What follows belongs to an exercise in optimizing a design on an open flow for small area; a production flow would make more cautious choices.
Function was checked by simulation only, so behaviour that the tests miss may differ from the original.
Power and IR drop assume default switching activity.

`flow/run.sh`:
```
#!/bin/bash
# Standard layout (the standard.sh) with two changes: the ports are
# buffered with the smallest buffer, and the clock tree uses larger sink
# clusters and no dummy loads.  Make's full output goes to flow_make.log;
# each ORFS step also keeps its own log under orfs/logs.
set -euo pipefail
bash standard.sh \
  BUFFER_PORTS_ARGS="-buffer_cell sky130_fd_sc_hd__buf_1" \
  CTS_ARGS="-sink_clustering_enable -repair_clock_nets -sink_clustering_size 26 -sink_clustering_max_diameter 90 -buf_list {sky130_fd_sc_hd__clkbuf_8 sky130_fd_sc_hd__clkbuf_16} -dont_use_dummy_load" \
  finish > flow_make.log 2>&1
```
`design.v`:
```
module mips_top (
		clock,
		reset,
		instr_data,
		me_ExtMemRdData,
		instr_addr,
		instr_en,
		me_ExtMemWrData,
		me_ExtMemAddr,
		me_ExtMemWrEn,
		me_ExtMemRdEn
	    );
input 		clock;
input		reset;
input  [31:0]	instr_data;
input  [31:0]	me_ExtMemRdData;
output [31:0]	instr_addr;
output		instr_en;
output		me_ExtMemWrEn;
output		me_ExtMemRdEn;
output [31:0]	me_ExtMemWrData;
output [31:0]	me_ExtMemAddr;
reg  [31:0]	PCReg;
reg		id_RegWriteSel;		 
reg		id_MemRd;		 
reg		id_MemWr;		 
reg  [31:0]	id_PC;			 
reg  [31:0]	id_OpA;			 
reg  [31:0]	id_OpB;			 
reg		id_LdA;			 
reg		id_LdB;			 
reg  [15:0]	id_Imm;
reg  [4:0]	id_RegDest;
reg  [1:0]	id_BSel;		 
reg		id_Sub;
reg		id_Right;
reg		id_SelSum, id_SelShL, id_SelShR, id_SelSlt;
reg  [3:0]	id_Lutn;		 
reg		ex_RegWriteSel;
reg		ex_MemRd;
reg		ex_MemWr;
reg  [31:0]	ex_ALUOut;
reg  [31:0]	ex_OpB;
reg  [4:0]	ex_RegDest;
reg		me_RegWriteSel;
reg		me_MemRegSel;
reg  [4:0]	me_RegDest;
reg  [31:0]	me_ByData;
reg  [31:0]	rf [0:31];
wire [1023:0]	rf_flat;
 genvar gf;
 generate
	for (gf = 0; gf < 32; gf = gf + 1) begin : rff
	    assign rf_flat[gf*32 +: 32] = rf[gf];
	end
 endgenerate
wire [31:0]	wd;
wire		wdRd = !reset && me_MemRegSel;
wire		wdBy = !reset && !me_MemRegSel;
 genvar gw;
 generate
	for (gw = 0; gw < 32; gw = gw + 1) begin : wdm
	    c_ao2 W (.a1(wdRd), .a2(me_ExtMemRdData[gw]), .b1(wdBy), .b2(me_ByData[gw]), .y(wd[gw]));
	end
 endgenerate
wire [31:0]	instr  = instr_data;
wire [5:0]	OpCode = instr[31:26];
wire [4:0]	RS     = instr[25:21];
wire [4:0]	RTraw  = instr[20:16];
wire [4:0]	RD     = instr[15:11];
wire [5:0]	Funct  = instr[5:0];
wire [15:0]	Imm    = instr[15:0];
wire		opR    = (OpCode == 6'h00);
wire		opJAL  = (OpCode == 6'h03);
wire		opJ    = (OpCode[5:1] == 5'b00001);
wire		opF    = (OpCode[5:2] == 4'b0100);
wire		opI    = !(opR || opJ || opF);
wire [4:0]	RT     = RTraw | {5{opJAL}};
wire		rt0    = (RTraw == 5'd0);
wire		opBEQ  = (OpCode == 6'h04);
wire		opBNE  = (OpCode == 6'h05);
wire		opBLEZ = (OpCode == 6'h06) && rt0;
wire		opBGTZ = (OpCode == 6'h07) && rt0;
wire		opB01  = (OpCode == 6'h01) && (RTraw[4:1] == 4'd0);
wire		JR     = opR && (Funct == 6'h08);
wire		BranchInstr = opBEQ || opBNE || opBLEZ || opBGTZ || opB01;
wire		RegDep = BranchInstr || JR;
wire		JBInstr = BranchInstr || opJ || JR;
wire		MemRd  = (OpCode == 6'h23) || (OpCode == 6'h24) || (OpCode == 6'h25);
wire		MemWr  = (OpCode == 6'h28) || (OpCode == 6'h29) || (OpCode == 6'h2B);
wire		RegWriteEn = !(MemWr || JBInstr) || opJAL;
wire [4:0]	RegDest = opR ? RD : RT;
wire		opZX   = (OpCode == 6'h0C) || (OpCode == 6'h0D);
wire		opLUI  = (OpCode == 6'h0F);
wire [1:0]	BSel   = !opI ? 2'd0 : opLUI ? 2'd3 : opZX ? 2'd2 : 2'd1;
wire		aADD = (opR && (Funct == 6'h20 || Funct == 6'h21))
		     || OpCode == 6'h08 || OpCode == 6'h09
		     || OpCode == 6'h23 || OpCode == 6'h2B;
wire		aSUB = opR && (Funct == 6'h22 || Funct == 6'h23);
wire		aAND = (opR && Funct == 6'h24) || OpCode == 6'h0C;
wire		aOR  = (opR && Funct == 6'h25) || OpCode == 6'h0D;
wire		aNOR = opR && Funct == 6'h27;
wire		aSLT = (opR && (Funct == 6'h2A || Funct == 6'h2B))
		     || OpCode == 6'h0A || OpCode == 6'h0B;
wire		aSLL = opR && Funct == 6'h00;
wire		aSRL = opR && Funct == 6'h02;
wire		selSum = aADD || aSUB;
wire		selShL = aSLL;
wire		selShR = aSRL;
wire		selSlt = aSLT;
wire		aPASS = !(aADD || aSUB || aAND || aOR || aNOR || aSLT || aSLL || aSRL);
wire [3:0]	lut  = aAND ? 4'b1000 : aOR ? 4'b1110 : aNOR ? 4'b0001
		     : aPASS ? 4'b1010 : 4'b0000;
wire		Sub  = aSUB || aSLT;
wire [31:0]	ALUOut;
wire [31:0]	PCp4;
wire		wbA = me_RegWriteSel && (me_RegDest == RS);
wire		wbB = me_RegWriteSel && (me_RegDest == RT);
wire		idA = id_RegWriteSel && ((id_RegDest == RS) || (!RegDep && id_RegDest == RegDest));
wire		exA = ex_RegWriteSel && (ex_RegDest == RS);
wire		idB = id_RegWriteSel && (id_RegDest == RT);
wire		exB = ex_RegWriteSel && (ex_RegDest == RT);
wire		sA_id = idA && !JR;
wire		sA_ex = !sA_id && exA && !ex_MemRd && !JR;
wire		sA_wb = !sA_id && !sA_ex && wbA;
wire		sA_rf = !sA_id && !sA_ex && !wbA;
wire		op67 = (OpCode[5:1] == 5'b00011);
wire		sB_id = idB && !op67;
wire		sB_ex = !idB && exB && !ex_MemRd && !op67;
wire		sB_pc = !sB_id && !sB_ex && opJAL;
wire		sB_wb = !sB_id && !sB_ex && !opJAL && wbB && !op67;
wire		sB_rf = !sB_id && !sB_ex && !opJAL && !wbB && !op67;
wire		LdA  = !idA && exA && ex_MemRd;
wire		LdB  = !idB && exB && ex_MemRd;
wire [35:0]	selA, selB;
 genvar g;
 generate
	for (g = 0; g < 32; g = g + 1) begin : dec
	    assign selA[g] = sA_rf && (RS == g);
	    assign selB[g] = sB_rf && (RT == g);
	end
 endgenerate
assign selA[35:32] = {1'b0, sA_ex, sA_id, sA_wb};	 
assign selB[35:32] = {sB_pc, sB_ex, sB_id, sB_wb};
wire [31:0]	FwdA, FwdB;
 rf_port35 portA (.rf(rf_flat), .wb(wd), .idv(ALUOut), .exv(ex_ALUOut),
		.sel(selA[34:0]), .out(FwdA));
 rf_port portB (.rf(rf_flat), .wb(wd), .idv(ALUOut), .exv(ex_ALUOut), .xv(PCp4),
		.sel(selB), .out(FwdB));
wire [31:0]	RFOutA = FwdA;
wire		eqAB = (FwdA == FwdB);
wire		Taken = ((opBEQ || opBLEZ) && eqAB) || ((opBNE || opBGTZ) && !eqAB);
wire		stall1 = id_MemRd && (id_RegDest == RS || id_RegDest == RT);
wire		stall2 = ex_MemRd && RegDep && (ex_RegDest == RS || ex_RegDest == RT);
wire		stall  = stall1 || stall2;
wire		sH = !reset && stall;
wire		sG = !reset && !stall;
wire		sB = sG && Taken;
wire		sJ = sG && opJ;
wire		sR = sG && JR;
wire		sP = sG && !Taken && !opJ && !JR;
wire [31:0]	PCNext;
 pcu PCU (.PC(PCReg), .idPC(id_PC), .jt(instr[25:0]), .FwdA(FwdA),
	  .sH(sH), .sB(sB), .sJ(sJ), .sR(sR), .sP(sP), .PCNext(PCNext), .PCp4(PCp4));
 always @(posedge clock)
	PCReg <= PCNext;
 always @(posedge clock)
	if (reset) begin
	    id_RegWriteSel <= 0;
	    id_MemRd       <= 0;
	    id_MemWr       <= 0;
	    id_PC          <= 32'd0;
	end else begin
	    id_RegWriteSel <= RegWriteEn && !stall;
	    id_MemRd       <= MemRd && !stall;
	    id_MemWr       <= MemWr && !stall;
	    id_PC          <= PCReg;
	end
 always @(posedge clock) begin
	id_OpA     <= FwdA;
	id_OpB     <= FwdB;
	id_LdA     <= LdA;
	id_LdB     <= LdB;
	id_Imm     <= Imm;
	id_RegDest <= RegDest;
	id_BSel    <= BSel;
	id_Sub     <= Sub;
	id_Right   <= aSRL;
	id_SelSum  <= selSum;
	id_SelShL  <= selShL;
	id_SelShR  <= selShR;
	id_SelSlt  <= selSlt;
	id_Lutn    <= ~lut;
 end
wire [31:0]	OpBp;
 alu ALU (.id_OpA(id_OpA), .id_OpB(id_OpB), .rd(me_ExtMemRdData), .LdA(id_LdA), .LdB(id_LdB),
	  .BSel(id_BSel), .Imm(id_Imm), .Sub(id_Sub), .Right(id_Right),
	  .selSum(id_SelSum), .selShL(id_SelShL), .selShR(id_SelShR), .selSlt(id_SelSlt),
	  .lutn(id_Lutn), .ALUOut(ALUOut), .OpBp(OpBp));
 always @(posedge clock)
	if (reset) begin
	    ex_RegWriteSel <= 0;
	    ex_MemRd       <= 0;
	    ex_MemWr       <= 0;
	end else begin
	    ex_RegWriteSel <= id_RegWriteSel;
	    ex_MemRd       <= id_MemRd;
	    ex_MemWr       <= id_MemWr;
	end
 always @(posedge clock) begin
	ex_ALUOut  <= ALUOut;
	ex_OpB     <= OpBp;
	ex_RegDest <= id_RegDest;
 end
 always @(posedge clock)
	if (reset)
	    me_RegWriteSel <= 0;
	else
	    me_RegWriteSel <= ex_RegWriteSel;
 always @(posedge clock) begin
	me_MemRegSel <= ex_MemRd;
	me_RegDest   <= ex_RegDest;
	me_ByData    <= ex_ALUOut;
 end
 generate
	for (g = 0; g < 32; g = g + 1) begin : rfw
	    always @(posedge clock)
		if (reset || (me_RegWriteSel && me_RegDest == g))
		    rf[g] <= wd;
	end
 endgenerate
assign instr_addr      = PCReg;
assign instr_en        = !stall;
assign me_ExtMemAddr   = ex_ALUOut;
assign me_ExtMemWrData = ex_OpB;
assign me_ExtMemWrEn   = ex_MemWr;
assign me_ExtMemRdEn   = ex_MemRd;
endmodule
module rf_port (rf, wb, idv, exv, xv, sel, out);
input  [1023:0]	rf;
input  [31:0]	wb, idv, exv, xv;
input  [35:0]	sel;
output [31:0]	out;
 genvar b, r;
 generate
	for (b = 0; b < 32; b = b + 1) begin : bt
	    wire [35:0] d;
	    for (r = 0; r < 32; r = r + 1) begin : row
		assign d[r] = rf[r*32 + b];
	    end
	    assign d[35:32] = {xv[b], exv[b], idv[b], wb[b]};
	    ao36 u (.d(d), .s(sel), .y(out[b]));
	end
 endgenerate
endmodule
module rf_port35 (rf, wb, idv, exv, sel, out);
input  [1023:0]	rf;
input  [31:0]	wb, idv, exv;
input  [34:0]	sel;
output [31:0]	out;
 genvar b, r;
 generate
	for (b = 0; b < 32; b = b + 1) begin : bt
	    wire [34:0] d;
	    for (r = 0; r < 32; r = r + 1) begin : row
		assign d[r] = rf[r*32 + b];
	    end
	    assign d[34:32] = {exv[b], idv[b], wb[b]};
	    ao35 u (.d(d), .s(sel), .y(out[b]));
	end
 endgenerate
endmodule
module ao35 (d, s, y);
input  [34:0]	d;
input  [34:0]	s;
output		y;
wire   [11:0]	t;
 genvar k;
 generate
	for (k = 0; k < 11; k = k + 1) begin : g
	    aoi222 u (.a1(d[3*k]), .a2(s[3*k]), .b1(d[3*k+1]), .b2(s[3*k+1]),
		      .c1(d[3*k+2]), .c2(s[3*k+2]), .y(t[k]));
	end
 endgenerate
assign t[11] = ~((d[33] & s[33]) | (d[34] & s[34]));
assign y = ~&t;
endmodule
module ao36 (d, s, y);
input  [35:0]	d;
input  [35:0]	s;
output		y;
wire   [11:0]	t;
 genvar k;
 generate
	for (k = 0; k < 12; k = k + 1) begin : g
	    aoi222 u (.a1(d[3*k]), .a2(s[3*k]), .b1(d[3*k+1]), .b2(s[3*k+1]),
		      .c1(d[3*k+2]), .c2(s[3*k+2]), .y(t[k]));
	end
 endgenerate
assign y = ~&t;
endmodule
module aoi222 (a1, a2, b1, b2, c1, c2, y);
input  a1, a2, b1, b2, c1, c2;
output y;
assign y = ~((a1 & a2) | (b1 & b2) | (c1 & c2));
endmodule
module alu (id_OpA, id_OpB, rd, LdA, LdB, BSel, Imm, Sub, Right,
	    selSum, selShL, selShR, selSlt, lutn, ALUOut, OpBp);
input  [31:0]	id_OpA, id_OpB, rd;
input		LdA, LdB;
input  [1:0]	BSel;
input  [15:0]	Imm;
input		Sub, Right, selSum, selShL, selShR, selSlt;
input  [3:0]	lutn;
output [31:0]	ALUOut, OpBp;
wire [31:0]	OpA, OpB, Sum, ShL;
wire		Less;
 opsel OPS (.id_OpA(id_OpA), .id_OpB(id_OpB), .rd(rd), .LdA(LdA), .LdB(LdB),
	    .BSel(BSel), .Imm(Imm), .OpA(OpA), .OpBp(OpBp), .OpB(OpB));
 adder ADD (.a(OpA), .b(OpB), .sub(Sub), .sum(Sum), .less(Less));
 shifter SH (.a(OpA), .right(Right), .sh(Imm[10:6]), .y(ShL));
 genvar i;
 generate
	for (i = 0; i < 32; i = i + 1) begin : rb
	    wire lgn, ao;
	    c_mx4 LG (.a0(lutn[0]), .a1(lutn[1]), .a2(lutn[2]), .a3(lutn[3]),
		      .s0(OpB[i]), .s1(OpA[i]), .y(lgn));
	    aoi222 AO (.a1(selSum), .a2(Sum[i]), .b1(selShL), .b2(ShL[i]),
		       .c1(selShR), .c2(ShL[31-i]), .y(ao));
	    if (i == 0) begin : b0
		wire sl;
		c_nd2 SL (.a(selSlt), .b(Less), .y(sl));
		c_nd3 O (.a(ao), .b(lgn), .c(sl), .y(ALUOut[i]));
	    end else begin : bn
		c_nd2 O (.a(ao), .b(lgn), .y(ALUOut[i]));
	    end
	end
 endgenerate
endmodule
module opsel (id_OpA, id_OpB, rd, LdA, LdB, BSel, Imm, OpA, OpBp, OpB);
input  [31:0]	id_OpA, id_OpB, rd;
input		LdA, LdB;
input  [1:0]	BSel;		 
input  [15:0]	Imm;
output [31:0]	OpA, OpBp, OpB;
wire		nLdA = !LdA;
wire		nLdB = !LdB;
wire		sR = (BSel == 2'd0);		 
wire		sI = (BSel == 2'd1) || (BSel == 2'd2);	 
wire		sS = (BSel == 2'd1);		 
wire		sU = (BSel == 2'd3);		 
 genvar i;
 generate
	for (i = 0; i < 32; i = i + 1) begin : b
	    c_ao2 A (.a1(LdA), .a2(rd[i]), .b1(nLdA), .b2(id_OpA[i]), .y(OpA[i]));
	    c_ao2 B (.a1(LdB), .a2(rd[i]), .b1(nLdB), .b2(id_OpB[i]), .y(OpBp[i]));
	    if (i < 16) begin : lo
		c_ao2 S (.a1(sR), .a2(OpBp[i]), .b1(sI), .b2(Imm[i]), .y(OpB[i]));
	    end else begin : hi
		c_ao3 S (.a1(sR), .a2(OpBp[i]), .b1(sU), .b2(Imm[i-16]), .c1(sS), .c2(Imm[15]), .y(OpB[i]));
	    end
	end
 endgenerate
endmodule
module c_ao2 (a1, a2, b1, b2, y);
input a1, a2, b1, b2; output y;
assign y = (a1 & a2) | (b1 & b2);
endmodule
module adder (a, b, sub, sum, less);
input  [31:0]	a, b;
input		sub;
output [31:0]	sum;
output		less;
wire [31:0] bb = b ^ {32{sub}};
wire [32:0] g0, p0;
assign g0[0] = sub; assign p0[0] = 1'b0;
assign g0[32:1] = a & bb; assign p0[32:1] = a ^ bb;
reg [32:0] G, P; integer l, i;
always @* begin
  G = g0; P = p0;
  for (l = 1; l < 33; l = l * 2) begin
    for (i = 2*l - 1; i < 33; i = i + 2*l) begin
      G[i] = G[i] | (P[i] & G[i-l]);
      P[i] = P[i] & P[i-l];
    end
  end
  for (l = 16; l >= 1; l = l / 2) begin
    for (i = 3*l - 1; i < 33; i = i + 2*l) begin
      G[i] = G[i] | (P[i] & G[i-l]);
      P[i] = P[i] & P[i-l];
    end
  end
end
assign sum = p0[32:1] ^ G[31:0];
assign less = !G[32];
endmodule
module shifter (a, right, sh, y);
input  [31:0]	a;
input		right;
input  [4:0]	sh;
output [31:0]	y;
wire   [31:0]	l0, l1, l2, l3, l4, l5;
wire		sh1n, sh3n;
 c_inv I1 (.a(sh[1]), .y(sh1n));
 c_inv I3 (.a(sh[3]), .y(sh3n));
 genvar i;
 generate
	for (i = 0; i < 32; i = i + 1) begin : s
	    c_mx2i R (.a0(a[i]), .a1(a[31-i]), .s(right), .y(l0[i]));
	    if (i >= 1) begin : m1 c_mx2i M (.a0(l0[i]), .a1(l0[i-1]), .s(sh[0]), .y(l1[i])); end
	    else        begin : z1 c_nr2  Z (.a(l0[i]), .b(sh[0]), .y(l1[i])); end
	    if (i >= 2) begin : m2 c_mx2i M (.a0(l1[i]), .a1(l1[i-2]), .s(sh[1]), .y(l2[i])); end
	    else        begin : z2 c_nd2  Z (.a(l1[i]), .b(sh1n), .y(l2[i])); end
	    if (i >= 4) begin : m3 c_mx2i M (.a0(l2[i]), .a1(l2[i-4]), .s(sh[2]), .y(l3[i])); end
	    else        begin : z3 c_nr2  Z (.a(l2[i]), .b(sh[2]), .y(l3[i])); end
	    if (i >= 8) begin : m4 c_mx2i M (.a0(l3[i]), .a1(l3[i-8]), .s(sh[3]), .y(l4[i])); end
	    else        begin : z4 c_nd2  Z (.a(l3[i]), .b(sh3n), .y(l4[i])); end
	    if (i >= 16) begin : m5 c_mx2i M (.a0(l4[i]), .a1(l4[i-16]), .s(sh[4]), .y(l5[i])); end
	    else         begin : z5 c_nr2  Z (.a(l4[i]), .b(sh[4]), .y(l5[i])); end
	end
 endgenerate
assign y = l5;
endmodule
module c_inv (a, y);
input a; output y;
assign y = ~a;
endmodule
module c_nd2 (a, b, y);
input a, b; output y;
assign y = ~(a & b);
endmodule
module c_nr2 (a, b, y);
input a, b; output y;
assign y = ~(a | b);
endmodule
module c_nd3 (a, b, c, y);
input a, b, c; output y;
assign y = ~(a & b & c);
endmodule
module c_mx2i (a0, a1, s, y);
input a0, a1, s; output y;
assign y = ~(s ? a1 : a0);
endmodule
module c_mx4 (a0, a1, a2, a3, s0, s1, y);
input a0, a1, a2, a3, s0, s1; output y;
assign y = s1 ? (s0 ? a3 : a2) : (s0 ? a1 : a0);
endmodule
module pcu (PC, idPC, jt, FwdA, sH, sB, sJ, sR, sP, PCNext, PCp4);
input  [31:0]	PC, idPC, FwdA;
input  [25:0]	jt;		 
input		sH, sB, sJ, sR, sP;
output [31:0]	PCNext, PCp4;
wire [31:0]	inc_c;
wire [31:17]	hi1;
assign PCp4[1:0] = PC[1:0];
 c_inv PI (.a(PC[2]), .y(PCp4[2]));
assign inc_c[3] = PC[2];
 c_inv HI (.a(PC[17]), .y(hi1[17]));
assign inc_c[18] = PC[17];
 genvar i;
 generate
	for (i = 3; i < 17; i = i + 1) begin : pinc
	    if (i < 16) begin : h
		c_ha H (.a(PC[i]), .b(inc_c[i]), .s(PCp4[i]), .c(inc_c[i+1]));
	    end else begin : x
		c_xr2 X (.a(PC[i]), .b(inc_c[i]), .y(PCp4[i]));
	    end
	end
	for (i = 18; i < 32; i = i + 1) begin : hinc
	    if (i < 31) begin : h
		c_ha H (.a(PC[i]), .b(inc_c[i]), .s(hi1[i]), .c(inc_c[i+1]));
	    end else begin : x
		c_xr2 X (.a(PC[i]), .b(inc_c[i]), .y(hi1[i]));
	    end
	end
 endgenerate
wire		lo1 = &PC[16:2];
wire		nlo1 = !lo1;
 generate
	for (i = 17; i < 32; i = i + 1) begin : hsel
	    c_ao2 M (.a1(lo1), .a2(hi1[i]), .b1(nlo1), .b2(PC[i]), .y(PCp4[i]));
	end
 endgenerate
wire [18:2]	bc;
wire [17:2]	BA;
 c_xn2 B2S (.a(idPC[2]), .b(jt[0]), .y(BA[2]));
 c_or2 B2C (.a(idPC[2]), .b(jt[0]), .y(bc[3]));
 generate
	for (i = 3; i < 18; i = i + 1) begin : badd
	    c_fa F (.a(idPC[i]), .b(jt[i-2]), .ci(bc[i]), .s(BA[i]), .co(bc[i+1]));
	end
 endgenerate
wire [31:18]	U = idPC[31:18];
wire [31:18]	Ui, Ud;
wire [32:18]	ic, nb;		 
 c_inv UI (.a(U[18]), .y(Ui[18]));
 c_inv UD (.a(U[18]), .y(Ud[18]));
assign ic[19] = U[18];
assign nb[19] = U[18];
 generate
	for (i = 19; i < 32; i = i + 1) begin : ud
	    c_ha H (.a(U[i]), .b(ic[i]), .s(Ui[i]), .c(ic[i+1]));
	    c_xn2 D (.a(U[i]), .b(nb[i]), .y(Ud[i]));
	    c_or2 DB (.a(U[i]), .b(nb[i]), .y(nb[i+1]));
	end
 endgenerate
wire		s  = jt[15];
wire		c18 = bc[18];
wire		sBU = sB && (s == c18);
wire		sBI = sB && !s && c18;
wire		sBD = sB && s && !c18;
wire		sHP = sH || sP;
wire		sBUJ = sBU || sJ;
 generate
	for (i = 0; i < 32; i = i + 1) begin : nx
	    if (i < 2) begin : lo
		c_ao3 A (.a1(sHP), .a2(PC[i]), .b1(sB), .b2(idPC[i]), .c1(sR), .c2(FwdA[i]),
			 .y(PCNext[i]));
	    end else if (i < 18) begin : ba
		c_ao5 A (.a1(sH), .a2(PC[i]), .b1(sB), .b2(BA[i]), .c1(sJ), .c2(jt[i-2]),
			 .d1(sR), .d2(FwdA[i]), .e1(sP), .e2(PCp4[i]), .y(PCNext[i]));
	    end else if (i < 28) begin : up
		c_ao7 A (.a1(sH), .a2(PC[i]), .b1(sBU), .b2(U[i]), .c1(sBI), .c2(Ui[i]),
			 .d1(sBD), .d2(Ud[i]), .e1(sJ), .e2(jt[i-2]),
			 .f1(sR), .f2(FwdA[i]), .g1(sP), .g2(PCp4[i]), .y(PCNext[i]));
	    end else begin : hi
		c_ao6 A (.a1(sH), .a2(PC[i]), .b1(sBUJ), .b2(U[i]), .c1(sBI), .c2(Ui[i]),
			 .d1(sBD), .d2(Ud[i]), .e1(sR), .e2(FwdA[i]), .f1(sP), .f2(PCp4[i]),
			 .y(PCNext[i]));
	    end
	end
 endgenerate
endmodule
module c_ha (a, b, s, c);
input a, b; output s, c;
assign s = a ^ b;
assign c = a & b;
endmodule
module c_fa (a, b, ci, s, co);
input a, b, ci; output s, co;
assign s  = a ^ b ^ ci;
assign co = (a & b) | (ci & (a ^ b));
endmodule
module c_xr2 (a, b, y);
input a, b; output y;
assign y = a ^ b;
endmodule
module c_xn2 (a, b, y);
input a, b; output y;
assign y = ~(a ^ b);
endmodule
module c_or2 (a, b, y);
input a, b; output y;
assign y = a | b;
endmodule
module c_ao3 (a1, a2, b1, b2, c1, c2, y);
input a1, a2, b1, b2, c1, c2; output y;
assign y = (a1 & a2) | (b1 & b2) | (c1 & c2);
endmodule
module c_ao5 (a1, a2, b1, b2, c1, c2, d1, d2, e1, e2, y);
input a1, a2, b1, b2, c1, c2, d1, d2, e1, e2; output y;
assign y = (a1 & a2) | (b1 & b2) | (c1 & c2) | (d1 & d2) | (e1 & e2);
endmodule
module c_ao6 (a1, a2, b1, b2, c1, c2, d1, d2, e1, e2, f1, f2, y);
input a1, a2, b1, b2, c1, c2, d1, d2, e1, e2, f1, f2; output y;
assign y = (a1 & a2) | (b1 & b2) | (c1 & c2) | (d1 & d2) | (e1 & e2) | (f1 & f2);
endmodule
module c_ao7 (a1, a2, b1, b2, c1, c2, d1, d2, e1, e2, f1, f2, g1, g2, y);
input a1, a2, b1, b2, c1, c2, d1, d2, e1, e2, f1, f2, g1, g2; output y;
assign y = (a1 & a2) | (b1 & b2) | (c1 & c2) | (d1 & d2) | (e1 & e2) | (f1 & f2) | (g1 & g2);
endmodule
```
`standard.sh`:
```
#!/bin/bash
# synth_recipe.tcl (not shown) runs the flow's synth.tcl, then flattens the netlist and writes it again
# the make line also repeats each setting of config.mk as NAME=value (left out here)
make -C /OpenROAD-flow-scripts/flow DESIGN_CONFIG=/design/flow/config.mk WORK_HOME=/design/flow/orfs CLKGATE_MAP_FILE= SYNTH_SCRIPT=/design/flow/synth_recipe.tcl "${@:-finish}"
```
`config.mk`:
```
export PLATFORM = sky130hd
export DESIGN_NAME = mips_top
export DESIGN_NICKNAME = mips_top
export VERILOG_FILES = /design/flow/design.v
export SDC_FILE = /design/flow/constraint.sdc
export NUM_CORES = 4
export LEC_CHECK = 0
export CAP_MARGIN = 5
export CORE_MARGIN = 2
export CORE_UTILIZATION = 34
export PLACE_DENSITY = 0.55
export SLEW_MARGIN = 5
export SYNTH_HIERARCHICAL = 1
```
`constraint.sdc`:
```
create_clock -name core_clock -period 12.0 [get_ports {clock}]
set_input_delay 2.4000 -clock core_clock [delete_from_list [all_inputs] [get_ports {clock}]]
set_output_delay 2.4000 -clock core_clock [all_outputs]
set_load 0.01 [all_outputs]
```
==> results of run 1 <==
layer usage:
layer | vias up | GRT usage, % | wire length (µm)
li1 | 17646 | - | -
met1 | 23017 | 37.09 | 90500
met2 | 3891 | 43.79 | 110700
met3 | 544 | 8.416 | 36740
met4 | 12 | 10.46 | 11480
met5 | - | 0 | 109
power by group through the flow:
stage	logic [µW]	registers [µW]	clock network [µW]
floorplan	779	5680	0
global placement	1480	5720	0
detailed placement	1490	5740	0
CTS	1490	5640	2320
global route	1590	5690	2450
finish	1550	5650	2310
final cells by class:
class	count	area, µm²
diodes	7	17.52
clock buffers	60	1501
fillers	15491	102000
inverters	67	251.5
multi-input cells	2280	20220
flip-flops and latches	1300	36280
well taps	2189	2739
repair buffers	339	1938
cell families (layout without fill, tap and decap cells):
group	after synthesis	in the layout
buffers and inverters	120	466
and+or+nand+nor	713	713
other	0	7
AOI/OAI and AO/OA	1148	1148
DFF	1300	1300
muxes	196	196
xor gates and xnor gates	120	120
adders and majority gates	103	103
Yosys stat by module (local to each module, per instance), a selection:
module,cells inside,copies in the design,flops+latches
c_ao6,4,4,0
c_xr2,1,2,0
c_nd3,1,1,0
c_ha,1,39,0
mips_top,1812,1,1300
c_mx2i,1,161,0
ao35,5,32,0
c_nr2,1,21,0
flip-flops by register name, summed over array words and instances, names as in the netlist, 16 cells and up:
signal and cells:
PCReg 32, id_PC 32, id_Imm 16, ex_OpB 32
id_OpB 32, me_ByData 32, rf 1024, id_OpA 32
ex_ALUOut 32
stage by stage:
step | setup WS, ns | power [µW] | util [%] | hold slack [ns] | area, µm²
6_report | 1.029 | 9517 | 38.15 | 0.3918 | 62950
3_5_place_dp | 0.7253 | 7231 | 37.22 | 0.3774 | 61410
3_3_place_gp | 0.8319 | 7208 | 37.22 | 0.3745 | 61410
4_1_cts | 1.468 | 9451 | 38.13 | 0.3836 | 62920
2_1_floorplan | 1.575 | 6455 | - | 0.3290 | 56480
5_1_grt | 1.078 | 9733 | 38.14 | 0.3937 | 62930
cell usage after synthesis (36+ instances only):
master	number
nand2_1	115
edfxtp_1	1024
ha_1	72
a22oi_1	50
mux2i_1	162
or4_1	36
nand3_1	75
or3_1	38
inv_1	67
a222oi_1	812
xor2_1	91
nor2b_1	48
dfxtp_1	276
nor2_1	94
nor3_1	46
a22o_1	159
nand4_1	170
final timing paths:
check / to / slack [ns]
max reg2reg: PCReg[19] / 2.82
min reg2reg: ex_RegDest[2] / 0.39
min: ex_RegDest[2] / 0.39
max: PCReg[19] / 1.03
==> summary.md, run 1 <==
| Metric | Value |
|---|---|
| Nature of the critical path startpoint | `input pin` |
| CTS tree | `built` |
| Cts hold-fix bufs | `0` |
| Most frequent cells in the layout | `1,024 x edfxtp_1, 812 x a222oi_1, 271 x dfxtp_1` |
| Cell-internal power | `between 6000 and 7000 µW` |
| Area contributors post-synth | `edfxtp_1 54%, a222oi_1 14%, dfxtp_1 9.8%` |
| Largest family of logic cells by synthesized area | `compound AO/OA/AOI/OAI gates` |
| Post-synthesis mux area share | `under 10%` |
| Layout cell share with drive strength beyond 1 | `9.936%` |
| Logic pwr share | `16.3%` |
| Layout Nets | `4,217` |
| Net Sw Frac | `between 20% and 30%` |
| PD cells | `151.2 nW/µm²` |
| Clock power share | `between 20 and 25%` |
| Core area | `between 150,000 and 200,000 µm²` |
| Peak VDD IR | `~130 µV` |
| Die Y | `slightly above 400 µm` |
| Initial cell density of the core | `about a third` |
| Post-Synth XOR/XNOR Area | `approximately 1.9%` |
| Max Cap Viol | `0` |
| CP Capture Type | `flip-flop` |
| WL final | `249,500 µm` |
| Vias per cell | `just over 7` |
| Post-route insts no fill | `roughly 6,200` |
| Pins Over Slew Limit | `1` |
| Final setup viols | `0` |
| Simple-Gate Fraction of Synth Area | `between 6 and 7%` |
| GPL Wtd Cong | `~1.0` |
| Hold depth | `0` |
| Worst-path clk slew | `around 0.11 ns` |
| #FFs+latches synth | `around 1,300` |
| Hold Startpoint | `id_RegDest[2]` |
| Initial DRC Count | `about 12,000` |
| Yosys top cell area share | `a little over half` |
| WL/cell | `between 30 and 40 µm` |
| Vias in the first global route | `roughly 41,000` |
| Max Fclk | `just over 0.09 GHz` |
| DR pass1 iterations | `30` |
| Post-CTS Setup Repair Bufs | `0` |
| Die area | `169,400 µm²` |
| Commonest non-fill, non-tap cell in the layout | `edfxtp_1` |
| Row count | `roughly 150` |
| Ports | `about 170` |
| FF-to-FF Start | `id_BSel[1]` |
| DRC violations left | `0` |
| Synth Cell Area | `56,480 µm²` |
| Synth unique cells | `84` |
| Number of flops mapped to enable cells by yosys | `around 1,000` |
| Slew @ Worst Pin | `approximately 1.5 ns` |
| Register share of total power | `about three fifths` |
| Synth Net Count | `between 3,000 and 4,000` |
| First-pass GRT wire length | `around 340,000 µm` |
| Worst EP arrival | `between 10 and 15 ns` |
| CP Launch Point | `instr_data[31]` |
| Fraction of registers with async set/reset | `0%` |
| Area growth, synth to finish | `11.46%` |
| Synth Warn # | `9` |
| Slew Limit Headroom | `-1.300%` |
| Worst Path Max Fanout | `24` |
| Clock Tree Buf Depth | `3` |
| Initial antenna violation count | `15` |
| FF-to-FF path depth | `31` |
| Tot GR Track Use | `28.18%` |
| Sw power | `approximately 2800 µW` |
| Crit path largest cell delay | `between 1 and 1.5 ns` |
| RSZ-0062 raised after global routing | `false` |
| Leakage | `about 0.022 µW` |
| Area leader, netlist | `edfxtp_1` |
| Crit. path cell count | `23` |
| Cell family with most CP delay | `simple AND/OR/NAND/NOR gates` |
| Crit-path slowest cell | `nor4_2` |
| Clock sinks | `around 1,300` |
| Dpl cells | `between 6,000 and 7,000` |
| Worst hold path type | `reg2reg` |
| Synth Area in Compound Gates | `a little under a fifth` |
| Seq/Total Area, Yosys | `64.23%` |
| Largest net degree at the start of global routing | `55` |
| Worst path buffer plus inverter count | `4` |
| DP HPWL | `about 160,000 µm` |
| Period utilization | `between 90% and 100%` |
| Min Tclk post-route | `between 10 and 15 ns` |
| Post_cts resized | `0` |
| Clk latency of the worst-skew pair | `0.74 ns` |
| Via Count | `around 45,000` |
| Main flop type after synthesis | `edfxtp_1` |
| Post-synthesis adder-cell area fraction | `under 10%` |
| Port buffer count | `between 150 and 200` |
| Cts bufs inserted | `60` |
| Max H-tree Level | `2` |
| Outcome | `failed layout checks` |
| Die X-Extent | `slightly above 400 µm` |
| Hold Vio Cnt, Final | `0` |
| Clock skew | `approximately 0.059 ns` |
| CP cell instances | `buf_1 > nor4_4 > nand2_2 > nor4_2 > a21oi_1 > nor2_1 > o21ai_2 > nor4_2 > buf_4 > a222oi_1 > nand4_1 > or4_1 > xor2_1 > nor4_1 > nand4_1 > nor2_1 > buf_4 > xnor2_1 > nor4_2 > buf_4 > and2_1 > a222oi_1 > nand3_1` |
| WP data required | `~13 ns` |
| Post-Syn Area per Cell | `around 15 µm²` |
| Layout Check Fails | `slew limit` |
| Post-Synthesis Cells | `3,700` |
| Setup TNS | `0 ns` |
| Routed Antenna Nets | `0` |
| Root Driver | `clkbuf_16` |
| Grt ovf | `0` |
| Critical path type | `in2reg` |
==> inputs of run 2 (changes only) <==
--- a/config.mk
+++ b/config.mk
@@ -7,7 +7,7 @@
 export LEC_CHECK = 0
-export CAP_MARGIN = 5
+export CAP_MARGIN = 20
 export CORE_MARGIN = 2
-export CORE_UTILIZATION = 34
-export PLACE_DENSITY = 0.55
-export SLEW_MARGIN = 5
+export CORE_UTILIZATION = 30
+export PLACE_DENSITY = 0.5
+export SLEW_MARGIN = 20
 export SYNTH_HIERARCHICAL = 1
==> run 2 against run 1 <==
Against the previous run: the run now finishes clean; non-clock buffer count up 44; sequential power hardly changed; design area rose by 1.7%; critical path depth did not move; setup slack better by 0.071 ns; synthesized cell count did not move; routed wire length grew 6.6%.
==> summary.md, run 2 <==
| Metric | Value |
|---|---|
| Outcome | `complete, no violations (was failed layout checks)` |
| Initial antenna violation count | `17 (was 15)` |
| Cell area after layout | `64,030 µm² (was 62,950 µm²)` |
| Row count | `159 (was 149)` |
| Cts bufs inserted | `67 (was 60)` |
| Post-synthesis mux area share | `4.194% (unchanged)` |
| DP HPWL | `179,900 µm (was 164,900 µm)` |
| Flop-to-flop setup slack | `2.17 ns (was 2.82 ns)` |
| Largest net degree at the start of global routing | `39 (was 55)` |
| Leakage | `0.02235 µW (was 0.02200 µW)` |
| WL/cell | `40.31 µm (was 39.97 µm)` |
| Die X-Extent | `437.9 µm (was 411.6 µm)` |
| Area leader, netlist | `edfxtp_1 (unchanged)` |
| DRC violations left | `0 (unchanged)` |
| Layout cell share with drive strength beyond 1 | `11.45% (was 9.936%)` |
| Number of flops mapped to enable cells by yosys | `1,024 (unchanged)` |
| Area of placed instances | `62,290 µm² (was 61,410 µm²)` |
| Die area | `191,800 µm² (was 169,400 µm²)` |
| Pre-CTS setup slack | `0.7257 ns (was 0.7253 ns)` |
| CP cell instances | `buf_1 > nor4_4 > a21oi_1 > o221ai_1 > nand4_1 > or4_1 > o2111ai_1 > nor2_2 > buf_4 > buf_4 > a222oi_1 > nand4_1 > or4_1 > xor2_1 > nor4_1 > nand4_1 > nor2_1 > xnor2_1 > o211ai_1 > nor3_2 > buf_4 > a22oi_1 > nand3_1 (was buf_1 > nor4_4 > nand2_2 > nor4_2 > a21oi_1 > nor2_1 > o21ai_2 > nor4_2 > buf_4 > a222oi_1 > nand4_1 > or4_1 > xor2_1 > nor4_1 > nand4_1 > nor2_1 > buf_4 > xnor2_1 > nor4_2 > buf_4 > and2_1 > a222oi_1 > nand3_1)` |
| Post_cts resized | `0 (unchanged)` |
| Slew @ Worst Pin | `1.321 ns (was 1.519 ns)` |
| Largest reg by FF count | `rf (unchanged)` |
| Slew Limit Headroom | `11.93% (was -1.300%)` |
| Synth Cell Area | `56,480 µm² (unchanged)` |
| Final setup viols | `0 (unchanged)` |
| Simple-Gate Fraction of Synth Area | `6.954% (unchanged)` |
| Clock Tree Buf Depth | `3 (unchanged)` |
| Post-Synth XOR/XNOR Area | `1.861% (unchanged)` |
| Setup TNS | `0 ns (unchanged)` |
| Max Fclk | `0.09174 GHz (was 0.09115 GHz)` |
| Post-CTS Setup Repair Bufs | `0 (unchanged)` |
| Post-Synthesis Cells | `3,700 (unchanged)` |
| Initial cell density of the core | `30.14% (was 34.23%)` |
| CP Capture Type | `flip-flop (unchanged)` |
| Max reg flops | `1,024 (unchanged)` |
| Port buffer count | `164 (unchanged)` |
| Clock sinks | `1,300 (unchanged)` |
| Most frequent cells in the layout | `1,024 x edfxtp_1, 812 x a222oi_1, 271 x dfxtp_1 (unchanged)` |
| Pwr Total | `9710 µW (was 9517 µW)` |
| #FFs+latches synth | `1,300 (unchanged)` |
| CTS tree | `built (unchanged)` |
| Area contributors post-synth | `edfxtp_1 54%, a222oi_1 14%, dfxtp_1 9.8% (unchanged)` |
| Grt ovf | `0 (unchanged)` |
| Max Cap Viol | `0 (unchanged)` |
| First-pass GRT wire length | `356,500 µm (was 339,900 µm)` |
| Vias per cell | `6.876 (was 7.227)` |
| Nature of the critical path startpoint | `input pin (unchanged)` |
| Crit path largest cell delay | `0.92 ns (was 1.23 ns)` |
| Synth Net Count | `3,869 (unchanged)` |
| Crit-path slowest cell | `nor4_4 (was nor4_2)` |
| Worst Path Max Fanout | `31 (was 24)` |
| Period utilization | `90.83% (was 91.43%)` |
| Root Driver | `clkbuf_16 (unchanged)` |
| WL final | `265,900 µm (was 249,500 µm)` |
| Yosys top cell area share | `54.44% (unchanged)` |
| Clk latency of the worst-skew pair | `0.74 ns (about the same)` |
| Post-Syn Area per Cell | `15.26 µm² (unchanged)` |
| Via Count | `45,356 (was 45,110)` |
| Seq/Total Area, Yosys | `64.23% (unchanged)` |
| Max H-tree Level | `3 (was 2)` |
| Ports | `165 (unchanged)` |
| Hold Vio Cnt, Final | `0 (unchanged)` |
| Final worst slack | `1.100 ns (was 1.029 ns)` |
| Synth top cells by count | `1,024 x edfxtp_1, 812 x a222oi_1, 276 x dfxtp_1 (unchanged)` |
| Worst EP arrival | `11.46 ns (was 11.64 ns)` |
| Area growth, synth to finish | `13.37% (was 11.46%)` |
| Initial DRC Count | `12,132 (was 12,354)` |
| Worst hold path type | `reg2reg (unchanged)` |
| Worst-path clk slew | `0.11 ns (about the same)` |
| Synth unique cells | `84 (unchanged)` |
| FILL cells | `18,172 (was 15,491)` |
| Post-synthesis adder-cell area fraction | `2.694% (unchanged)` |
| WP data required | `12.56 ns (was 12.67 ns)` |
| Clock skew | `0.1174 ns (was 0.05938 ns)` |
| Pins Over Slew Limit | `0 (was 1)` |
| Cts hold-fix bufs | `0 (unchanged)` |
| Synth Warn # | `9 (unchanged)` |
| GPL Wtd Cong | `0.9762 (was 1.002)` |
| Core area | `187,400 µm² (was 165,000 µm²)` |
| Synth Area in Compound Gates | `19.06% (unchanged)` |
| Fraction of registers with async set/reset | `0% (unchanged)` |
| Commonest non-fill, non-tap cell in the layout | `edfxtp_1 (unchanged)` |
| Die Y | `437.9 µm (was 411.6 µm)` |
| PD cells | `151.6 nW/µm² (was 151.2 nW/µm²)` |
| Tot GR Track Use | `26.50% (was 28.18%)` |
| Routed Antenna Nets | `0 (unchanged)` |
| Count leader, synth | `edfxtp_1 (unchanged)` |
| Main flop type after synthesis | `edfxtp_1 (unchanged)` |
| Layout Nets | `4,268 (was 4,217)` |
| Peak VDD IR | `111.5 µV (was 127.2 µV)` |
| RSZ-0062 raised after global routing | `false (unchanged)` |
| Min Tclk post-route | `10.90 ns (was 10.97 ns)` |
| DR pass1 iterations | `14 (was 30)` |
| Largest family of logic cells by synthesized area | `compound AO/OA/AOI/OAI gates (unchanged)` |
| Critical path type | `in2reg (unchanged)` |
| Vias in the first global route | `41,395 (was 41,479)` |
-- run 2: changes by cell type in the layout (fill, tap and decap cells not counted), moves of 3 or more --
cell | before | now
a22o_1 | 156 | 147
a22o_2 | 3 | 12
buf_12 | 0 | 11
buf_4 | 174 | 202
clkbuf_16 | 60 | 67
clkbuf_4 | 0 | 5
diode_2 | 7 | 4
nand2_1 | 107 | 102
nand2_2 | 9 | 14
nor2_2 | 22 | 18
nor2_4 | 0 | 4
-- run 2: area by class of cell --
| cell class | instances | area (µm²) | share of cell area, % |
|---|---|---|---|
| multi-input cells | 2280 | 20280 | 31.68 |
| inverters | 67 | 251.5 | 0.3928 |
| diodes | 4 | 10.01 | 0.01563 |
| clock buffers | 67 | 1677 | 2.618 |
| well taps | 2495 | 3122 | 4.875 |
| repair buffers | 383 | 2406 | 3.758 |
| flip-flops and latches | 1300 | 36280 | 56.66 |
-- run 2: cell families after synthesis --
| logic type | after synthesis |
|---|---|
| muxes | 196 |
| xor gates and xnor gates | 120 |
| and+or+nand+nor | 713 |
| AOI/OAI and AO/OA | 1148 |
| adders and majority gates | 103 |
| buffers and inverters | 120 |
| DFF | 1300 |
-- run 2: critical path: cells and delay by family --
kind                      cells  cell delay, ns
and+or+nand+nor              11            4.80
AOI/OAI and AO/OA             6            2.65
buffers and inverters         4            1.02
xor gates and xnor gates      2            0.43
-- run 2: worst paths after layout --
path / from / end / depth (start not counted)
max: instr_data[31] / PCReg[20] / 23
min: ex_ALUOut[21] / me_ByData[21] / 0
max reg2reg: id_LdB / PCReg[20] / 29
min reg2reg: ex_ALUOut[21] / me_ByData[21] / 0
-- run 2: per-module statistics from Yosys, one instance, submodules excluded, excerpt --
| module | cell area (µm²) | flip-flops and latches |
|---|---|---|
| c_ao3 | 13.76 | 0 |
| opsel | 52.55 | 0 |
| c_ao5 | 21.27 | 0 |
| c_inv | 3.754 | 0 |
| c_ha | 12.51 | 0 |
| ao36 | 25.02 | 0 |
-- run 2: where the power goes --
| part | total, µW | internal [µW] | switching, µW |
|---|---|---|---|
| Sequential | 5650 | 5390 | 265 |
| Combinational | 1600 | 434 | 1160 |
| Clock | 2460 | 1000 | 1460 |
| Total | 9710 | 6820 | 2890 |
-- run 2: metrics by stage --
step                utilization (%)  std cells  hold slack (ns)
floorplan                         -       3700           0.3290
global placement              33.23       6519           0.3773
detailed placement            33.24       6520           0.3779
CTS                           34.14       6587           0.3948
global route                  34.17       6595           0.4163
finish                        34.17       6596           0.4016
-- run 2: routing by layer --
layer	vias up	part of all wire, %	global-route usage [%]
li1	17752	-	-
met1	23336	38	35.28
met2	3792	44	40.90
met3	472	14	7.411
met4	4	4.5	10.15
met5	-	0.0079	0
==> inputs of run 3 (changes only) <==
--- a/config.mk
+++ b/config.mk
@@ -9,4 +9,4 @@
 export CORE_MARGIN = 2
-export CORE_UTILIZATION = 30
-export PLACE_DENSITY = 0.5
+export CORE_UTILIZATION = 40
+export PLACE_DENSITY = 0.62
 export SLEW_MARGIN = 20
==> run 3 against run 2 <==
Against the previous run: synthesized cell count is the same; still clean on timing, DRC and antenna; setup slack got worse by 0.15 ns; clock-buffer cell count shrank 8; largest cell class unchanged; design area is 2.4% lower; combinational power is 4% lower; register-to-register slack hardly changed.
==> summary.md, run 3 <==
| Metric | Value |
|---|---|
| Max Cap Viol | `0 (unchanged)` |
| WL final | `234,700 µm (was 265,900 µm)` |
| Commonest non-fill, non-tap cell in the layout | `edfxtp_1 (unchanged)` |
| Pre-CTS setup slack | `0.6127 ns (was 0.7257 ns)` |
| Die Y | `379.8 µm (was 437.9 µm)` |
| Cts bufs inserted | `59 (was 67)` |
| Crit-path slowest cell | `nor4_1 (was nor4_4)` |
| Grt ovf | `0 (unchanged)` |
| Seq/Total Area, Yosys | `64.23% (unchanged)` |
| Leakage | `0.02197 µW (was 0.02235 µW)` |
| Worst hold path type | `reg2reg (unchanged)` |
| Clock sinks | `1,300 (unchanged)` |
| Clock Tree Buf Depth | `3 (unchanged)` |
| Cell family with most CP delay | `simple AND/OR/NAND/NOR gates (unchanged)` |
| Final worst slack | `0.9491 ns (was 1.100 ns)` |
| Synth top cells by count | `1,024 x edfxtp_1, 812 x a222oi_1, 276 x dfxtp_1 (unchanged)` |
| Number of flops mapped to enable cells by yosys | `1,024 (unchanged)` |
| Largest reg by FF count | `rf (unchanged)` |
| Final setup viols | `0 (unchanged)` |
| WL/cell | `39.66 µm (was 40.31 µm)` |
| Post-Syn Area per Cell | `15.26 µm² (unchanged)` |
| Yosys top cell area share | `54.44% (unchanged)` |
| WP data required | `12.64 ns (was 12.56 ns)` |
| Sw power | `2773 µW (was 2888 µW)` |
| Register share of total power | `59.7% (was 58.2%)` |
| Synth Net Count | `3,869 (unchanged)` |
| FILL cells | `12,543 (was 18,172)` |
| Clock skew | `0.05949 ns (was 0.1174 ns)` |
| Row count | `137 (was 159)` |
| Critical path type | `in2reg (unchanged)` |
| Initial antenna violation count | `13 (was 17)` |
| Crit path largest cell delay | `1.08 ns (was 0.92 ns)` |
| Worst path buffer plus inverter count | `2 (was 4)` |
| GPL Wtd Cong | `1.000 (was 0.9762)` |
| First-pass GRT wire length | `323,400 µm (was 356,500 µm)` |
| Period utilization | `92.09% (was 90.83%)` |
| Die X-Extent | `379.8 µm (was 437.9 µm)` |
| Worst EP arrival | `11.69 ns (was 11.46 ns)` |
| Worst Path Max Fanout | `18 (was 31)` |
| Slew @ Worst Pin | `1.263 ns (was 1.321 ns)` |
| Peak VDD IR | `117.0 µV (was 111.5 µV)` |
| Worst-path clk slew | `0.11 ns (about the same)` |
| Layout Nets | `4,210 (was 4,268)` |
| Cts hold-fix bufs | `0 (unchanged)` |
| Post-Synthesis Cells | `3,700 (unchanged)` |
| Post-CTS Setup Repair Bufs | `0 (unchanged)` |
| Logic pwr share | `16.3% (was 16.5%)` |
| DP HPWL | `158,000 µm (was 179,900 µm)` |
| Synth Cell Area | `56,480 µm² (unchanged)` |
| Cell-internal power | `6690 µW (was 6822 µW)` |
| Count leader, synth | `edfxtp_1 (unchanged)` |
| Initial cell density of the core | `40.38% (was 30.14%)` |
| CP Capture Type | `flip-flop (unchanged)` |
| Port buffer count | `164 (unchanged)` |
| Nature of the critical path startpoint | `input pin (unchanged)` |
| Post_cts resized | `0 (unchanged)` |
| Initial DRC Count | `12,847 (was 12,132)` |
| Synth Warn # | `9 (unchanged)` |
| Post-synthesis mux area share | `4.194% (unchanged)` |
| Clk latency of the worst-skew pair | `0.72 ns (was 0.74 ns)` |
| DR pass1 iterations | `15 (was 14)` |
| Root Driver | `clkbuf_16 (unchanged)` |
| Synth Area in Compound Gates | `19.06% (unchanged)` |
| Simple-Gate Fraction of Synth Area | `6.954% (unchanged)` |
| Fraction of registers with async set/reset | `0% (unchanged)` |
| PD cells | `151.5 nW/µm² (was 151.6 nW/µm²)` |
| Main flop type after synthesis | `edfxtp_1 (unchanged)` |
| #FFs+latches synth | `1,300 (unchanged)` |
| Max Fclk | `0.09049 GHz (was 0.09174 GHz)` |
| Min Tclk post-route | `11.05 ns (was 10.90 ns)` |
| Pins Over Slew Limit | `0 (unchanged)` |
| Routed Antenna Nets | `0 (unchanged)` |
| Setup TNS | `0 ns (unchanged)` |
| Area leader, netlist | `edfxtp_1 (unchanged)` |
| Post-synthesis adder-cell area fraction | `2.694% (unchanged)` |
| Most frequent cells in the layout | `1,024 x edfxtp_1, 812 x a222oi_1, 271 x dfxtp_1 (unchanged)` |
| Largest family of logic cells by synthesized area | `compound AO/OA/AOI/OAI gates (unchanged)` |
| RSZ-0062 raised after global routing | `false (unchanged)` |
| Post-Synth XOR/XNOR Area | `1.861% (unchanged)` |
| Area contributors post-synth | `edfxtp_1 54%, a222oi_1 14%, dfxtp_1 9.8% (unchanged)` |
| Max H-tree Level | `2 (was 3)` |
| Net Sw Frac | `29.30% (was 29.74%)` |
| Clock power share | `24.0% (was 25.3%)` |
| CP cell instances | `buf_1 > nor4_4 > nand2_2 > nor4_2 > a21oi_1 > nor2_1 > o2111ai_1 > nor2_2 > buf_4 > a222oi_1 > nand4_1 > or4_1 > xor2_1 > nor4_1 > nand4_1 > nor2_1 > xnor2_1 > nor4_2 > and3b_1 > a22oi_1 > nand3_1 (was buf_1 > nor4_4 > a21oi_1 > o221ai_1 > nand4_1 > or4_1 > o2111ai_1 > nor2_2 > buf_4 > buf_4 > a222oi_1 > nand4_1 > or4_1 > xor2_1 > nor4_1 > nand4_1 > nor2_1 > xnor2_1 > o211ai_1 > nor3_2 > buf_4 > a22oi_1 > nand3_1)` |
| Synth unique cells | `84 (unchanged)` |
| DRC violations left | `0 (unchanged)` |
| Vias per cell | `7.604 (was 6.876)` |
| Max reg flops | `1,024 (unchanged)` |
| Die area | `144,200 µm² (was 191,800 µm²)` |
| Hold Vio Cnt, Final | `0 (unchanged)` |
| Layout cell share with drive strength beyond 1 | `9.879% (was 11.45%)` |
| Area growth, synth to finish | `10.61% (was 13.37%)` |
| Largest net degree at the start of global routing | `65 (was 39)` |
| CTS tree | `built (unchanged)` |
| Vias in the first global route | `41,090 (was 41,395)` |
| Tot GR Track Use | `30.96% (was 26.50%)` |
| Ports | `165 (unchanged)` |
| Outcome | `complete, no violations (unchanged)` |
| Slew Limit Headroom | `14.99% (was 11.93%)` |
| Via Count | `44,999 (was 45,356)` |
| Core area | `139,900 µm² (was 187,400 µm²)` |
-- run 3: through the flow --
step           cells  hold WS (ns)  total power, µW  utilization (%)  area [µm²]
2_1_floorplan   3700        0.3290             6455                -       56480
3_3_place_gp    5854        0.4095             7175            43.58       60950
3_5_place_dp    5856        0.3975             7203            43.59       60970
4_1_cts         5915        0.3896             9376            44.65       62450
5_1_grt         5915        0.3956             9670            44.66       62470
6_report        5918        0.4079             9463            44.67       62470
-- run 3: logic make-up after synthesis --
family,count (synthesis)
xor+xnor,120
compound gates,1148
mux,196
simple gates,713
fa+ha+maj,103
flops,1300
buf+inv,120
-- run 3: layout make-up --
class | instances | area, µm² | area share [%]
timing repair buffer | 333 | 1891 | 3.026
multi-input combinational | 2280 | 20220 | 32.37
clock buffer | 59 | 1476 | 2.363
sequential | 1300 | 36280 | 58.07
inverter | 67 | 251.5 | 0.4025
antenna | 3 | 7.507 | 0.01202
tap | 1876 | 2347 | 3.757
-- run 3: power by group through the flow --
stage | Clock [µW] | Combinational, µW | Sequential [µW]
3_5_place_dp | 0 | 1470 | 5740
5_1_grt | 2410 | 1580 | 5680
3_3_place_gp | 0 | 1460 | 5710
6_report | 2280 | 1540 | 5650
4_1_cts | 2270 | 1470 | 5630
2_1_floorplan | 0 | 779 | 5680
-- run 3: layer usage --
metal	track usage (%)	routed length, µm
met3	8.901	35480
met2	48.10	104400
met1	40.35	81840
met5	0	57
met4	13.51	12950
-- run 3: per-module statistics from Yosys, one instance, submodules excluded, a selection --
module    flip-flops and latches  times used
c_ao5                          0          16
ao36                           0          32
c_inv                          0           6
c_ao6                          0           4
c_ao2                          0         127
c_mx2i                         0         161
c_nr2                          0          21
ao35                           0          32
c_xn2                          0          14
c_mx4                          0          32
c_or2                          0          13
mips_top                    1300           1
-- run 3: final timing paths --
check                                    start             to  slack, ns  cells after the start
worst min-delay path             ex_ALUOut[27]  me_ByData[27]       0.41                      0
worst max-delay path            instr_data[31]      PCReg[21]       0.95                     21
worst min register to register   ex_ALUOut[27]  me_ByData[27]       0.41                      0
worst max register to register          id_LdB      PCReg[21]       2.18                     27
==> inputs of run 4 (changes only) <==
--- a/config.mk
+++ b/config.mk
@@ -9,4 +9,5 @@
 export CORE_MARGIN = 2
-export CORE_UTILIZATION = 40
-export PLACE_DENSITY = 0.62
+export CORE_UTILIZATION = 34
+export GPL_TIMING_DRIVEN = 0
+export PLACE_DENSITY = 0.55
 export SLEW_MARGIN = 20
==> run 4 against run 3 <==
Against the previous run: still clean; via count rose by 1.9%; clock power is 2% higher; first-iteration DRC count decreased by 11%; core utilization shrank 4.9 points; cell count increased by 8.4%; critical endpoint is now PCReg[18]; largest power group unchanged; highest routed layer unchanged.
==> summary.md, run 4 <==
| Metric | Value |
|---|---|
| Hold Startpoint | `id_RegDest[4] (was ex_ALUOut[27])` |
| Post-Synthesis Cells | `3,700 (unchanged)` |
| Via Count | `45,854 (was 44,999)` |
| Initial DRC Count | `11,392 (was 12,847)` |
| Area of placed instances | `64,090 µm² (was 60,970 µm²)` |
| Max reg flops | `1,024 (unchanged)` |
| Peak VDD IR | `116.9 µV (was 117.0 µV)` |
| Leakage | `0.02334 µW (was 0.02197 µW)` |
| Initial cell density of the core | `34.23% (was 40.38%)` |
| Flop-to-flop setup slack | `1.12 ns (was 2.18 ns)` |
| #FFs+latches synth | `1,300 (unchanged)` |
| FF-to-FF End | `PCReg[18] (was PCReg[21])` |
| Period utilization | `93.10% (was 92.09%)` |
| Number of flops mapped to enable cells by yosys | `1,024 (unchanged)` |
| Clk latency of the worst-skew pair | `0.74 ns (was 0.72 ns)` |
| Commonest non-fill, non-tap cell in the layout | `edfxtp_1 (unchanged)` |
| Nature of the critical path startpoint | `input pin (unchanged)` |
| Cts hold-fix bufs | `0 (unchanged)` |
| Tot GR Track Use | `27.92% (was 30.96%)` |
| Area leader, netlist | `edfxtp_1 (unchanged)` |
| Count leader, synth | `edfxtp_1 (unchanged)` |
| Most frequent cells in the layout | `1,024 x edfxtp_1, 812 x a222oi_1, 262 x dfxtp_1 (was 1,024 x edfxtp_1, 812 x a222oi_1, 271 x dfxtp_1)` |
| WL/cell | `38.61 µm (was 39.66 µm)` |
| Cts bufs inserted | `60 (was 59)` |
| Synth Warn # | `9 (unchanged)` |
| Largest reg by FF count | `rf (unchanged)` |
| Synth Net Count | `3,869 (unchanged)` |
| Synth Cell Area | `56,480 µm² (unchanged)` |
| Pwr Total | `9562 µW (was 9463 µW)` |
| Die Y | `411.6 µm (was 379.8 µm)` |
| Worst hold path type | `reg2reg (unchanged)` |
| Worst path buffer plus inverter count | `2 (unchanged)` |
| Crit path largest cell delay | `0.81 ns (was 1.08 ns)` |
| Vias in the first global route | `42,213 (was 41,090)` |
| Post-CTS Setup Repair Bufs | `0 (unchanged)` |
| CTS tree | `built (unchanged)` |
| Ports | `165 (unchanged)` |
| WL final | `247,700 µm (was 234,700 µm)` |
| Routed Antenna Nets | `0 (unchanged)` |
| Hold Vio Cnt, Final | `0 (unchanged)` |
| RSZ-0062 raised after global routing | `false (unchanged)` |
| Yosys top cell area share | `54.44% (unchanged)` |
| Vias per cell | `7.148 (was 7.604)` |
| Synth unique cells | `84 (unchanged)` |
| Grt ovf | `0 (unchanged)` |
| CP Launch Point | `me_ExtMemRdData[5] (was instr_data[31])` |
| FF-to-FF path depth | `30 (was 27)` |
| Cell family with most CP delay | `simple AND/OR/NAND/NOR gates (unchanged)` |
| Final setup viols | `0 (unchanged)` |
| Slew Limit Headroom | `13.81% (was 14.99%)` |
| DP HPWL | `185,400 µm (was 158,000 µm)` |
| GPL Wtd Cong | `1.020 (was 1.000)` |
| Worst Path Max Fanout | `14 (was 18)` |
| Seq/Total Area, Yosys | `64.23% (unchanged)` |
| Clock skew | `0.07067 ns (was 0.05949 ns)` |
| DR pass1 iterations | `31 (was 15)` |
| CP Capture Type | `flip-flop (unchanged)` |
| Worst EP arrival | `11.85 ns (was 11.69 ns)` |
| Clock Tree Buf Depth | `3 (unchanged)` |
| Synth top cells by count | `1,024 x edfxtp_1, 812 x a222oi_1, 276 x dfxtp_1 (unchanged)` |
| Crit-path slowest cell | `a222oi_1 (was nor4_1)` |
| WP data required | `12.68 ns (was 12.64 ns)` |
| Max H-tree Level | `2 (unchanged)` |
| Main flop type after synthesis | `edfxtp_1 (unchanged)` |
| First-pass GRT wire length | `336,800 µm (was 323,400 µm)` |
| Initial antenna violation count | `10 (was 13)` |
| PD cells | `145.7 nW/µm² (was 151.5 nW/µm²)` |
| Pins Over Slew Limit | `0 (unchanged)` |
| Post_cts resized | `0 (unchanged)` |
| Crit. path cell count | `30 (was 21)` |
| Die area | `169,400 µm² (was 144,200 µm²)` |
| Cell area after layout | `65,650 µm² (was 62,470 µm²)` |
| FF-to-FF Start | `id_LdB (unchanged)` |
| Layout cell share with drive strength beyond 1 | `14.18% (was 9.879%)` |
| Clock sinks | `1,300 (unchanged)` |
| Max Cap Viol | `0 (unchanged)` |
| Slew @ Worst Pin | `1.293 ns (was 1.263 ns)` |
| DRC violations left | `0 (unchanged)` |
| Layout Nets | `4,394 (was 4,210)` |
| Critical path type | `in2reg (unchanged)` |
| Worst-path clk slew | `0.12 ns (was 0.11 ns)` |
| Crit path to | `PCReg[18] (was PCReg[21])` |
| Post-Syn Area per Cell | `15.26 µm² (unchanged)` |
| Outcome | `complete, no violations (unchanged)` |
| Largest net degree at the start of global routing | `48 (was 65)` |
| Port buffer count | `160 (was 164)` |
| Area contributors post-synth | `edfxtp_1 54%, a222oi_1 14%, dfxtp_1 9.8% (unchanged)` |
| Fraction of registers with async set/reset | `0% (unchanged)` |
| Area growth, synth to finish | `16.23% (was 10.61%)` |
| Die X-Extent | `411.6 µm (was 379.8 µm)` |
| Max Fclk | `0.08951 GHz (was 0.09049 GHz)` |
| Min Tclk post-route | `11.17 ns (was 11.05 ns)` |
| Root Driver | `clkbuf_16 (unchanged)` |
| Core area | `165,000 µm² (was 139,900 µm²)` |
| Row count | `149 (was 137)` |
-- run 4: cell counts after synthesis --
No cell type changed its count.
-- run 4: per-module statistics from Yosys, one instance, submodules excluded, a selection --
| module | cells inside | times used | area (µm²) |
|---|---|---|---|
| c_mx4 | 1 | 32 | 22.52 |
| c_ao6 | 4 | 4 | 27.53 |
| c_nd2 | 1 | 42 | 3.754 |
| c_fa | 1 | 15 | 20.02 |
| ao35 | 5 | 32 | 33.78 |
| c_ao7 | 4 | 10 | 30.03 |
| aoi222 | 1 | 768 | 10.01 |
| c_xr2 | 1 | 2 | 8.758 |
| c_ao5 | 3 | 16 | 21.27 |
| c_nr2 | 1 | 21 | 3.754 |
| adder | 197 | 1 | 1670 |
| c_inv | 1 | 6 | 3.754 |
| c_ha | 1 | 39 | 12.51 |
| c_nd3 | 1 | 1 | 5.005 |
-- run 4: layer usage --
metal	GRT usage (%)	routed length, µm	vias to the layer above
li1	-	-	18024
met1	35.68	88720	23366
met2	44.68	112900	3875
met3	7.729	33720	583
met4	11.20	12250	6
met5	0	24	-
-- run 4: logic make-up (layout without fill, tap and decap cells) --
logic type,after synthesis,after routing,share of synthesized area [%]
flops,1300,1300,64.23
compound gates,1148,1148,19.06
simple gates,713,713,6.954
mux,196,196,4.194
xor+xnor,120,120,1.861
buf+inv,120,643,1.010
fa+ha+maj,103,103,2.694
other cells,0,3,0
-- run 4: how the worst min path moves through the flow --
stage | endpoint | slack (ns) | cells after the start
after CTS | ex_RegDest[4] | 0.32 | 0
after global placement | ex_RegDest[3] | 0.34 | 0
final | ex_RegDest[4] | 0.31 | 0
after global routing | ex_RegDest[4] | 0.34 | 0
after floorplan | ex_RegDest[3] | 0.33 | 0
after detailed placement | ex_RegDest[3] | 0.35 | 0
-- run 4: layout make-up --
cell class | count | area (µm²)
Buffer | 53 | 321.6
Tap cell | 2189 | 2739
Clock buffer | 60 | 1501
Sequential cell | 1300 | 36290
Timing Repair Buffer | 463 | 4046
Antenna cell | 3 | 7.507
Fill cell | 15290 | 99340
Multi-Input combinational cell | 2280 | 20480
Inverter | 67 | 251.5
-- run 4: worst reg2reg max path, delay by kind of cell (launching register included) --
kind | cells | cell delay (ns)
AOI/OAI and AO/OA | 9 | 3.65
buffers and inverters | 2 | 1.04
adders and majority gates | 2 | 0.83
and+or+nand+nor | 13 | 3.72
DFF | 1 | 0.80
xor gates and xnor gates | 4 | 0.80
-- run 4: power breakdown --
| part | total [µW] | internal (µW) | leakage [µW] | switching (µW) |
|---|---|---|---|---|
| sequential | 5640 | 5390 | 0.0128 | 251 |
| clock | 2320 | 890 | 0.000739 | 1430 |
| combinational | 1610 | 468 | 0.00984 | 1140 |
| total | 9560 | 6740 | 0.0233 | 2820 |
-- run 4: metrics by stage --
stage	util, %	TNS [ns]	std cells	setup slack, ns	hold WS [ns]
global placement	36.26	-323.61	6049	-8.521	0.3359
finish	39.79	0	6415	0.8281	0.3115
floorplan	-	0	3700	1.575	0.3290
global route	39.78	0	6412	0.7734	0.3360
CTS	39.75	0	6410	0.7419	0.3182
detailed placement	38.84	-0.2130	6350	-0.03135	0.3473

==> port drivers added, routing unchanged <==
How much do the figures lean on ideal ports? The routed layouts below were timed once more, with nothing changed but the port constraints.
Step 1 assumes that a clkbuf_16 drives the clock port and a buf_2 every other input.
Step 2, shift: input delay + t, output delay - t, t = (earliest + latest rising clock arrival at the registers) / 2. This alone moves slack from input paths to output paths.
a / b / c = no drivers / after step 1 / after step 2; a / b = the first two.
run	t, ns	slack for setup (ns)	worst register clock-pin slew, ns
run 1	0.800	1.029 / 1.093 / 0.292	0.11 / 0.11
run 2	0.762	1.100 / 1.161 / 0.398	0.11 / 0.11
run 3	0.775	0.949 / 0.987 / 0.212	0.11 / 0.11
run 4	0.787	0.828 / 0.892 / 0.104	0.12 / 0.12
